From an optimization exercise on the open Yosys and OpenROAD flow, aimed at small area; shortcuts taken in it are not production practice. In this exercise RTL edits were held to simulation tests only and were not proved equivalent to the original. No driver is modelled on the clock port, so clocking that relies on it looks cheaper here than on a real chip.

// power
module power #(
    parameter DATA_WIDTH = 32
)(
    input  wire                     clk,
    input  wire                     reset_n,
    input  wire                     s_valid,
    input  wire  [DATA_WIDTH-1:0]   s_data,
    output wire                     s_ready,
    input  wire                     m_ready,
    output wire                     m_valid,
    output wire  [63:0]             m_data
);
For scale: roughly 5700 cells after synthesis, ~59000 sq um of cells after synthesis.
export LEC_CHECK = 0
export CAP_MARGIN = 20
export CORE_MARGIN = 2
export CORE_UTILIZATION = 40
export CTS_BUF_LIST = sky130_fd_sc_hd__clkbuf_8
export CTS_CLUSTER_DIAMETER = 150
export CTS_CLUSTER_SIZE = 40
export SLEW_MARGIN = 20
export SYNTH_HIERARCHICAL = 1
create_clock -name core_clock -period 11.0 [get_ports {clk}]
standard.sh (not shown) runs the stock make flow with config.mk's settings and CLKGATE_MAP_FILE= SYNTH_SCRIPT=/design/flow/synth_recipe.tcl, a recipe that flattens the netlist after the stock synthesis.
==> flow/flow/run.sh <==
#!/bin/bash
# The standard layout, with one change: the port buffers that global
# placement inserts are buf_1 cells (buffer_ports picks clkdlybuf4s50_1 on
# its own).  Everything else, synthesis included, is standard.sh's.
set -euo pipefail
bash standard.sh 'BUFFER_PORTS_ARGS=-buffer_cell sky130_fd_sc_hd__buf_1' finish > standard_flow.log 2>&1
Change:
==> flow/flow/run.sh (replaced) <==
#!/bin/bash
# The standard layout (standard.sh, its synthesis unchanged), with two
# changes after synthesis:
#  - the port buffers that global placement inserts are buf_1 cells
#    (buffer_ports picks clkdlybuf4s50_1 on its own);
#  - clock tree synthesis inserts no dummy loads (its arguments are ORFS's
#    own, with the buffer list of config.mk, plus -dont_use_dummy_load).
set -euo pipefail
bash standard.sh 'BUFFER_PORTS_ARGS=-buffer_cell sky130_fd_sc_hd__buf_1' \
  'CTS_ARGS=-sink_clustering_enable -repair_clock_nets -buf_list sky130_fd_sc_hd__clkbuf_8 -dont_use_dummy_load' \
  finish > standard_flow.log 2>&1
--- a/flow/config.mk
+++ b/flow/config.mk
@@ -12,2 +11,0 @@
-export CTS_CLUSTER_DIAMETER = 150
-export CTS_CLUSTER_SIZE = 40
Setup slack gets better by 34 ps.
Cell area is about the same.
Count of clock-buffer cells in the layout does not change.
Hold slack degrades by 11 ps.
Routed wire length hardly moves.

Setup of job 4609:
Starting RTL as in the previous note.
Settings: LEC_CHECK=0, CAP_MARGIN=20, CORE_MARGIN=2, CORE_UTILIZATION=40, SLEW_MARGIN=20, SYNTH_HIERARCHICAL=1; clock period 11.0 ns.
==> flow/flow/run.sh <==
#!/bin/bash
# The standard layout, with one change: the port buffers that global
# placement inserts are buf_1 cells (buffer_ports picks clkdlybuf4s50_1 on
# its own).  Everything else, synthesis included, is standard.sh's.
set -euo pipefail
bash standard.sh 'BUFFER_PORTS_ARGS=-buffer_cell sky130_fd_sc_hd__buf_1' finish > standard_flow.log 2>&1
Job 4609 finished end to end and its layout was clean on timing, DRC and antenna.
Edits applied to the flow inputs when going from job 4609 to job 2718:
- setting CTS_BUF_LIST to sky130_fd_sc_hd__clkbuf_8 for the first time
- setting GPL_TIMING_DRIVEN to 0 for the first time
==> flow/flow/run.sh <==
#!/bin/bash
# The standard layout (standard.sh, its synthesis unchanged), with these
# changes after synthesis:
#  - the port buffers that global placement inserts are buf_1 cells
#    (buffer_ports picks clkdlybuf4s50_1 on its own);
#  - clock tree synthesis inserts no dummy loads (its arguments are ORFS's
#    own, with the buffer list of config.mk, plus -dont_use_dummy_load);
set -euo pipefail
bash standard.sh 'BUFFER_PORTS_ARGS=-buffer_cell sky130_fd_sc_hd__buf_1' \
  'CTS_ARGS=-sink_clustering_enable -repair_clock_nets -buf_list sky130_fd_sc_hd__clkbuf_8 -dont_use_dummy_load' \
  PRE_GLOBAL_PLACE_TCL="$PWD/flow/unbuffer.tcl" \
  finish > standard_flow.log 2>&1
==> flow/flow/unbuffer.tcl (new file) <==
# Global placement runs without timing-driven mode here, which would skip
# ORFS's removal of the buffers that synthesis (abc) inserted: remove them.
remove_buffers
## What came out
Final cell area: job 2718 above job 4609
Changes observed in job 2718 relative to job 4609: basic-gate share of the synthesized area counting and, or, nand and nor cells level; routed metal-1 wirelength moved down.
Delta (job 2718 minus job 4609): relative area change from synthesis to final layout now larger, count of placed standard cells in the final layout, fillers left out now larger.
For job 2831, these inputs were changed with respect to job 2718:
- GPL_TIMING_DRIVEN no longer set, was 0
==> flow/flow/run.sh <==
#!/bin/bash
# The standard layout (standard.sh, its synthesis unchanged), with two
# changes after synthesis:
#  - the port buffers that global placement inserts are buf_1 cells
#    (buffer_ports picks clkdlybuf4s50_1 on its own);
#  - clock tree synthesis inserts no dummy loads (its arguments are ORFS's
#    own, with the buffer list of config.mk, plus -dont_use_dummy_load).
set -euo pipefail
bash standard.sh 'BUFFER_PORTS_ARGS=-buffer_cell sky130_fd_sc_hd__buf_1' \
  'CTS_ARGS=-sink_clustering_enable -repair_clock_nets -buf_list sky130_fd_sc_hd__clkbuf_8 -sink_clustering_size 30 -sink_clustering_max_diameter 100 -dont_use_dummy_load' \
  finish > standard_flow.log 2>&1
removed: flow/flow/unbuffer.tcl
==> comparison <==
- Job 2831 was carried through to the last stage, and its layout satisfied the timing, DRC and antenna checks.
- Changes observed in job 2831 relative to job 2718: total vias in the final route lost 0.65%, fraction of the cycle the final worst path needs lost 1.4 points, met1 wire length picked up an extra 2.2%.
- Diff job 2718 -> job 2831 | cell area after layout | decrease of 0.0025 mm^2
- Launching element of the worst setup path = r_x4[19]: job 2718; launching element of the worst setup path = r_x4[7]: job 2831
- On clock transition at the register clock pins on the worst setup and hold paths after CTS, the lower figure sits with job 2718, not job 2831.

power again, from the RTL that the note above started with.
==> flow/design.v (excerpt) <==
module power #(
    parameter DATA_WIDTH = 32
)(
    input  wire                     clk,
    input  wire                     reset_n,
    input  wire                     s_valid,
    input  wire  [DATA_WIDTH-1:0]   s_data,
    output wire                     s_ready,
    input  wire                     m_ready,
    output wire                     m_valid,
    output wire  [63:0]             m_data
);
export LEC_CHECK = 0
export CAP_MARGIN = 20
export CORE_MARGIN = 2
export CORE_UTILIZATION = 40
export CTS_BUF_LIST = sky130_fd_sc_hd__clkbuf_8
export SLEW_MARGIN = 20
export SYNTH_HIERARCHICAL = 1
create_clock -name core_clock -period 11.0 [get_ports {clk}]
==> flow/flow/run.sh <==
#!/bin/bash
# The standard layout (standard.sh, its synthesis unchanged), with two
# changes after synthesis:
#  - the port buffers that global placement inserts are buf_1 cells
#    (buffer_ports picks clkdlybuf4s50_1 on its own);
#  - the resizer may not use buffers larger than buf_2 (flow/dontuse.tcl,
#    sourced at the start of each layout step).
set -euo pipefail
bash standard.sh synth > standard_synth.log 2>&1
H="$PWD/flow/dontuse.tcl"
bash standard.sh 'BUFFER_PORTS_ARGS=-buffer_cell sky130_fd_sc_hd__buf_1' \
  PRE_FLOORPLAN_TCL="$H" PRE_GLOBAL_PLACE_TCL="$H" PRE_RESIZE_TCL="$H" \
  PRE_DETAIL_PLACE_TCL="$H" PRE_CTS_TCL="$H" PRE_GLOBAL_ROUTE_TCL="$H" \
  PRE_REPAIR_TIMING_POST_PLACE_TCL="$H" PRE_DETAIL_ROUTE_TCL="$H" \
  finish > standard_flow.log 2>&1
==> flow/flow/dontuse.tcl <==
# Keep the resizer to small buffers: it otherwise splits the fanout of the
# registers with buf_4 cells, where buf_1/buf_2 do.
set_dont_use {sky130_fd_sc_hd__buf_4 sky130_fd_sc_hd__buf_6 sky130_fd_sc_hd__buf_8 sky130_fd_sc_hd__buf_12 sky130_fd_sc_hd__buf_16}
The baseline completed without violations.
Change:
==> flow/flow/run.sh (replaced) <==
#!/bin/bash
# The standard layout, with one change: the port buffers that global
# placement inserts are buf_1 cells (buffer_ports picks clkdlybuf4s50_1 on
# its own).  Everything else, synthesis included, is standard.sh's.
set -euo pipefail
bash standard.sh 'BUFFER_PORTS_ARGS=-buffer_cell sky130_fd_sc_hd__buf_1' finish > standard_flow.log 2>&1
removed: flow/flow/dontuse.tcl
Setup slack gets better by 0.088 ns.
Core utilization went down by 0.56 points.
Die area is unchanged.
Final area is lower by 1.3%.
Clock-buffer cell count is unchanged.

[port drivers added, routing unchanged]
The flow's constraints put no driver on any port. The routed layouts listed below were extracted and timed again, unchanged, in two steps. Step 1 sets driving cells, clkbuf_16 on the clock port and buf_2 on the other inputs (assumed; they add their load-dependent delay and slew). Step 2 adds t to the input delays and takes it off the output delays; t is the mean of the earliest and latest rising clock arrival at the registers after step 1. Input paths then give back, and output paths get back, about the clock's delay inside the block. Slacks: ideal ports / drivers / drivers and shift; pairs: ideal ports / drivers.
| run | t, ns | setup slack, ns | hold slack, ns | slew at the worst register clock pin (ns) | worst slew at a driven data input, ns |
|---|---|---|---|---|---|
| the first run of note 1 | 0.611 | 0.439 / 0.366 / 0.977 | 0.470 / 0.470 / 0.470 | 0.10 / 0.10 | 0.04 |
| the second run of note 1 | 0.597 | 0.474 / 0.400 / 0.996 | 0.459 / 0.459 / 0.459 | 0.09 / 0.09 | 0.04 |
| job 4609 | 0.559 | 0.505 / 0.427 / 0.987 | 0.464 / 0.464 / 0.464 | 0.08 / 0.08 | 0.04 |
| job 2718 | 0.612 | 0.324 / 0.259 / 0.871 | 0.474 / 0.474 / 0.474 | 0.11 / 0.11 | 0.05 |
| job 2831 | 0.597 | 0.474 / 0.400 / 0.996 | 0.459 / 0.459 / 0.459 | 0.09 / 0.09 | 0.04 |
| the first run of note 3 | 0.619 | 0.351 / 0.276 / 0.894 | 0.465 / 0.465 / 0.465 | 0.10 / 0.10 | 0.04 |
| the second run of note 3 | 0.611 | 0.439 / 0.366 / 0.977 | 0.470 / 0.470 / 0.470 | 0.10 / 0.10 | 0.04 |
After both steps every run listed still meets setup and hold.
